What follows belongs to an exercise in optimizing a design on an open flow for small area and a short achievable clock period; a production flow would make more cautious choices. In this exercise RTL edits were held to simulation tests only and were not proved equivalent to the original. Power and IR drop assume default switching activity.

==> inputs of run a <==
// fir_filter
module fir_filter (
    input  logic        clk,
    input  logic        reset,
    input  logic [15:0] data_in,
    output logic [15:0] data_out
);
==> flow/config.mk <==
export PLATFORM = sky130hd
export DESIGN_NAME = fir_filter
export DESIGN_NICKNAME = fir_filter
export VERILOG_FILES = /design/flow/design.v
export SDC_FILE = /design/flow/constraint.sdc
export NUM_CORES = 4
export LEC_CHECK = 0
export CAP_MARGIN = 20
export CORE_MARGIN = 2
export CORE_UTILIZATION = 60
export CTS_CLUSTER_DIAMETER = 120
export CTS_CLUSTER_SIZE = 30
export PLACE_DENSITY = 0.7
export SETUP_SLACK_MARGIN = 4.45
export SLEW_MARGIN = 20
==> flow/constraint.sdc <==
create_clock -name core_clock -period 7.0 [get_ports {clk}]
set_input_delay 1.4000 -clock core_clock [delete_from_list [all_inputs] [get_ports {clk}]]
set_output_delay 1.4000 -clock core_clock [all_outputs]
set_load 0.01 [all_outputs]
standard.sh (not shown) runs the stock make flow with config.mk's settings and CLKGATE_MAP_FILE= SYNTH_SCRIPT=/design/flow/synth_recipe.tcl, a recipe that flattens the netlist after the stock synthesis.
==> flow/flow/run.sh <==
#!/bin/bash
# Own layout flow: the standard ORFS flow (standard.sh), with two changes:
#  - synthesis skips the fine-grained 'abc -fast' pre-mapping (see below), and after it
#    has written the netlist, flow/fixinv.py removes the inverters Yosys leaves around full adders
#    (a full adder is self-dual, so complementing all its pins keeps its function);
#    registers are not touched;
#  - extra ORFS settings exported from flow/env.sh (port buffer cell etc.).
# Each tool's output goes to a log file in this folder (ORFS keeps its own per-step
# logs under orfs/logs).
set -euo pipefail
HERE=$(pwd)
# The standard flow's synthesis script, with Yosys's fine-grained 'abc -fast' pre-mapping skipped
# (-noabc), so the explicit full adders of the RTL reach extract_fa as written; the
# final ABC mapping of synth.tcl still runs. Registers are mapped exactly as before.
sed '1s/yosys synth -nofsm -noshare/yosys synth -nofsm -noshare -noabc/' synth_recipe.tcl > my_synth.tcl
grep -q -- '-noabc' my_synth.tcl
cat >> my_synth.tcl <<EOS
exec python3 $HERE/flow/fixinv.py \$::env(RESULTS_DIR)/1_2_yosys.v \$::env(RESULTS_DIR)/1_2_yosys.v 2> $HERE/fixinv.log
EOS
sed "s#SYNTH_SCRIPT=[^ ]*#SYNTH_SCRIPT=$HERE/my_synth.tcl#" standard.sh > my_standard.sh
if [[ -f flow/env.sh ]]; then source flow/env.sh; fi
bash my_standard.sh > flow_make.log 2>&1
Other scripts of this flow, unchanged in this note and not shown: flow/flow/env.sh, flow/flow/fixinv.py
==> run b: changes against run a <==
--- a/flow/config.mk
+++ b/flow/config.mk
@@ -11,5 +11,5 @@
 export CTS_CLUSTER_DIAMETER = 120
 export CTS_CLUSTER_SIZE = 30
 export PLACE_DENSITY = 0.7
-export SETUP_SLACK_MARGIN = 4.45
+export SETUP_SLACK_MARGIN = 4.3
 export SLEW_MARGIN = 20
==> results.tsv <==
metric	value	unit
crit_path_max_fanout	2	
timing.fmax	0.355	GHz
via_per_inst	5.40	
switchingPower	5.05	mW
sw_frac_of_total	40.6	%
slowest_delay	0.42	ns
drtIter0Drc	545	
multiInputGateArea	12200	um^2
fin_util	68.9	%
internal_power	7.37	mW
status	timing/DRC/antenna clean	
-- figures above: run a

==> results.tsv <==
metric	value	unit
crit_path_max_fanout	3	
via_per_inst	5.36	
internal_power	6.98	mW
status	timing/DRC/antenna clean	
switchingPower	4.81	mW
timing.fmax	0.365	GHz
sw_frac_of_total	40.8	%
multiInputGateArea	11700	um^2
fin_util	65.6	%
slowest_delay	0.40	ns
-- figures above: run b


==> inputs of run E <==
Another version of the RTL of fir_filter (not shown whole).
==> flow/design.v (excerpt) <==
module fir_filter (
    input  logic        clk,
    input  logic        reset,
    input  logic [15:0] data_in,
    output logic [15:0] data_out
);
clock: 7.0 ns
lec_check: 0
cap_margin: 20
core_margin: 2
core_utilization: 40
cts_cluster_size: 30
setup_slack_margin: 4.3
slew_margin: 20
==> flow/flow/run.sh <==
#!/bin/bash
# Own layout flow: the standard ORFS flow (standard.sh), with two changes:
#  - after the standard synthesis (synth_recipe.tcl, unchanged) has written the
#    netlist, flow/fixinv.py removes the inverters Yosys leaves around full adders
#    (a full adder is self-dual, so complementing all its pins keeps its function);
#    registers are not touched;
#  - extra ORFS settings exported from flow/env.sh (port buffer cell etc.).
# Each tool's output goes to a log file in this folder (ORFS keeps its own per-step
# logs under orfs/logs).
set -euo pipefail
HERE=$(pwd)
cp synth_recipe.tcl my_synth.tcl
cat >> my_synth.tcl <<EOS
exec python3 $HERE/flow/fixinv.py \$::env(RESULTS_DIR)/1_2_yosys.v \$::env(RESULTS_DIR)/1_2_yosys.v 2> $HERE/fixinv.log
EOS
sed "s#SYNTH_SCRIPT=[^ ]*#SYNTH_SCRIPT=$HERE/my_synth.tcl#" standard.sh > my_standard.sh
if [[ -f flow/env.sh ]]; then source flow/env.sh; fi
bash my_standard.sh > flow_make.log 2>&1
Other scripts of this flow, unchanged in this note and not shown: flow/flow/env.sh, flow/flow/fixinv.py
==> run Y (differences from run E) <==
--- a/flow/config.mk
+++ b/flow/config.mk
@@ -8,6 +8,5 @@
 export CAP_MARGIN = 20
 export CORE_MARGIN = 2
 export CORE_UTILIZATION = 40
-export CTS_CLUSTER_SIZE = 30
 export SETUP_SLACK_MARGIN = 4.3
 export SLEW_MARGIN = 20
==> summary of the runs <==
In clock-buffer cell count, run Y and run E do not differ.
Utilization is the same in run Y and run E.
Hold slack is the same in run Y and run E.
Combinational power is about the same in run E and run Y.
First-iteration DRC count is the same in run E and run Y.
In sequential power, run Y and run E hardly differ.
In flip-flop and latch count, run E and run Y do not differ.
In routed wire length, run E and run Y do not differ.
Non-clock buffer count is the same in run E and run Y.
Register-to-register slack is about the same in run Y and run E.

==> 06-06 <==
Starting RTL as in the previous note.
## fir_filter
module fir_filter (
    input  logic        clk,
    input  logic        reset,
    input  logic [15:0] data_in,
    output logic [15:0] data_out
);
Settings: LEC_CHECK=0, ABC_CLOCK_PERIOD_IN_PS=2500, CAP_MARGIN=20, CORE_MARGIN=2, CORE_UTILIZATION=40, SLEW_MARGIN=20; clock period 7.0 ns.
run.sh (not shown) runs the stock make flow with config.mk's settings and CLKGATE_MAP_FILE= SYNTH_SCRIPT=/design/flow/synth_recipe.tcl, a recipe that flattens the netlist after the stock synthesis.
Stock flow here: none of the scripts above is used.
==> inputs of 04-07, as changes to 06-06 <==
--- a/flow/config.mk
+++ b/flow/config.mk
@@ -10,3 +10,4 @@
 export CORE_MARGIN = 2
 export CORE_UTILIZATION = 40
+export SETUP_SLACK_MARGIN = 4.3
 export SLEW_MARGIN = 20
==> run summary <==
Non-clock buffer count: 04-07 is higher than 06-06 (119). Of 04-07 and 06-06, 06-06 has the higher clock-buffer cell count (gap 4). Against 06-06, the final area of 04-07 is larger by about 7%. Of 06-06 and 04-07, 04-07 has the higher global-route usage (gap 0.65 points). In 04-07 the via count is larger than in 06-06, by 5.4%.

==> v8 <==
fir_filter, a different RTL version from the one above (not shown whole).
Settings: LEC_CHECK=0, CAP_MARGIN=20, CORE_MARGIN=2, CORE_UTILIZATION=60, CTS_CLUSTER_DIAMETER=120, CTS_CLUSTER_SIZE=30, PLACE_DENSITY=0.7, SETUP_SLACK_MARGIN=4.0, SLEW_MARGIN=20; clock period 7.0 ns.
standard.sh (not shown) runs the stock make flow with config.mk's settings and CLKGATE_MAP_FILE= SYNTH_SCRIPT=/design/flow/synth_recipe.tcl, a recipe that flattens the netlist after the stock synthesis.
==> flow/flow/run.sh <==
#!/bin/bash
# Own layout flow: the standard ORFS flow (standard.sh), with two changes:
#  - synthesis skips the fine-grained 'abc -fast' pre-mapping (see below), and after it
#    has written the netlist, flow/fixinv.py removes the inverters Yosys leaves around full adders
#    (a full adder is self-dual, so complementing all its pins keeps its function);
#    registers are not touched;
#  - extra ORFS settings exported from flow/env.sh (port buffer cell etc.).
# Each tool's output goes to a log file in this folder (ORFS keeps its own per-step
# logs under orfs/logs).
set -euo pipefail
HERE=$(pwd)
# The standard flow's synthesis script, with Yosys's fine-grained 'abc -fast' pre-mapping skipped
# (-noabc), so the explicit full adders of the RTL reach extract_fa as written; the
# final ABC mapping of synth.tcl still runs. Registers are mapped exactly as before.
sed '1s/yosys synth -nofsm -noshare/yosys synth -nofsm -noshare -noabc/' synth_recipe.tcl > my_synth.tcl
grep -q -- '-noabc' my_synth.tcl
cat >> my_synth.tcl <<EOS
exec python3 $HERE/flow/fixinv.py \$::env(RESULTS_DIR)/1_2_yosys.v \$::env(RESULTS_DIR)/1_2_yosys.v 2> $HERE/fixinv.log
EOS
sed "s#SYNTH_SCRIPT=[^ ]*#SYNTH_SCRIPT=$HERE/my_synth.tcl#" standard.sh > my_standard.sh
if [[ -f flow/env.sh ]]; then source flow/env.sh; fi
bash my_standard.sh > flow_make.log 2>&1
Other scripts of this flow, unchanged in this note and not shown: flow/flow/env.sh, flow/flow/fixinv.py
==> v2: changes against v8 <==
- CORE_UTILIZATION: 60 -> 40
- PLACE_DENSITY: 0.7 -> not set
- SETUP_SLACK_MARGIN: 4.0 -> 4.3
==> notes <==
Clock skew is about the same in v8 and v2.
Of v2 and v8, v8 has the higher first-iteration DRC count (gap about 2.6%, measured against v8).
Of v2 and v8, v2 has the higher routed wire length (gap 5.7%, measured against v8).
In clock power, v8 and v2 hardly differ.
Of v2 and v8, v2 has the higher cell count (gap about 18%, measured against v8).

==> 09-09 <==
fir_filter again, from the RTL that the note above started with.
==> flow/config.mk <==
export PLATFORM = sky130hd
export DESIGN_NAME = fir_filter
export DESIGN_NICKNAME = fir_filter
export VERILOG_FILES = /design/flow/design.v
export SDC_FILE = /design/flow/constraint.sdc
export NUM_CORES = 4
export LEC_CHECK = 0
export CAP_MARGIN = 20
export CORE_MARGIN = 2
export CORE_UTILIZATION = 60
export CTS_CLUSTER_DIAMETER = 120
export CTS_CLUSTER_SIZE = 30
export PLACE_DENSITY = 0.7
export SETUP_SLACK_MARGIN = 4.6
export SLEW_MARGIN = 20
==> flow/constraint.sdc <==
create_clock -name core_clock -period 7.0 [get_ports {clk}]
set_input_delay 1.4000 -clock core_clock [delete_from_list [all_inputs] [get_ports {clk}]]
set_output_delay 1.4000 -clock core_clock [all_outputs]
set_load 0.01 [all_outputs]
Scripts as last shown in full above: flow/flow/run.sh
Other scripts of this flow, unchanged in this note and not shown: flow/flow/env.sh, flow/flow/fixinv.py
==> 01-23: changes against 09-09 <==
--- a/flow/config.mk
+++ b/flow/config.mk
@@ -11,5 +11,5 @@
 export CTS_CLUSTER_DIAMETER = 120
 export CTS_CLUSTER_SIZE = 30
 export PLACE_DENSITY = 0.7
-export SETUP_SLACK_MARGIN = 4.6
+export SETUP_SLACK_MARGIN = 4.3
 export SLEW_MARGIN = 20
==> run summary <==
- In sequential cell count, 09-09 and 01-23 do not differ.
- Sequential power is about the same in 01-23 and 09-09.
- In 09-09 the count of clock-buffer cells in the layout is higher than in 01-23, by 1.
- Final area: 01-23 is lower than 09-09 (5.2%).
- Against 01-23, the worst setup slack of 09-09 is worse by 0.021 ns.
- Between 09-09 and 01-23, the lower clock skew is in 09-09 (gap 0.0035 ns).
- In die area, 09-09 and 01-23 do not differ.
- Against 01-23, the via count of 09-09 is higher by 3.6%.
==> figures <==
	01-23	09-09
Total non-filler cell area in the finished layout	24300 um^2	25700 um^2
Final weighted congestion in routability-driven placement	0.939	0.932
Capture endpoint of the worst hold path	x9h[7]$_DFF_PP0_	x9h[2]$_DFF_PP0_
WL met3	3.72 mm	3.57 mm
Highest routing layer actually used	met4	met5
Final clock period utilization by the worst path	39.2%	39.5%
Overall power of the completed layout	13.1 mW	13.9 mW
Fraction of area in non-clock buffers	2.44%	4.79%
Outcome	complete, no violations	complete, no violations
First-pass GRT wire length	70.6 mm	73.5 mm
Overall routed net length	44.9 mm	46.9 mm
Finished Layout Cells	1863	1934
Met3 track demand over resource in global routing	6.66%	6.43%
Area growth syn-to-layout	9.45%	15.5%
Seq area share	42.5%	40.3%
Routed via count	10200	10600
Final worst slack	4.26 ns	4.24 ns
Initial antenna violation count	0	1

## separate check: timing with driven ports
The results above use ideal ports. As a check the final layouts listed here were re-extracted and re-timed, cells and wires unchanged. Step 1, drivers: a clkbuf_16 drives clk and a buf_2 each remaining input, both assumed. Step 2 also shifts input and output timing later by t, the mid clock arrival at the registers, as if the neighbouring blocks saw the same clock. Slacks: ideal / step 1 / step 2; pairs: ideal / step 1.
| run | shift t [ns] | slack for setup (ns) | pins driven straight from the clock port |
|---|---|---|---|
| run a | 0.577 | 4.185 / 4.185 / 3.938 | 1 |
| run b | 0.572 | 4.263 / 4.263 / 3.829 | 1 |
| run E | 0.623 | 4.246 / 4.246 / 3.710 | 1 |
| run Y | 0.623 | 4.246 / 4.246 / 3.710 | 1 |
| 06-06 | 0.627 | 3.440 / 3.480 / 2.853 | 1 |
| 04-07 | 0.633 | 4.123 / 4.123 / 3.749 | 1 |
| v8 | 0.583 | 4.076 / 4.076 / 3.776 | 1 |
| v2 | 0.583 | 4.232 / 4.232 / 3.846 | 1 |
| 09-09 | 0.581 | 4.237 / 4.237 / 3.824 | 1 |
| 01-23 | 0.575 | 4.259 / 4.259 / 3.800 | 1 |
After both steps setup and hold are still met in every run listed. The setup slack of 06-06, which loses most, moves by +0.040 ns with the drivers and by -0.587 ns with both steps.
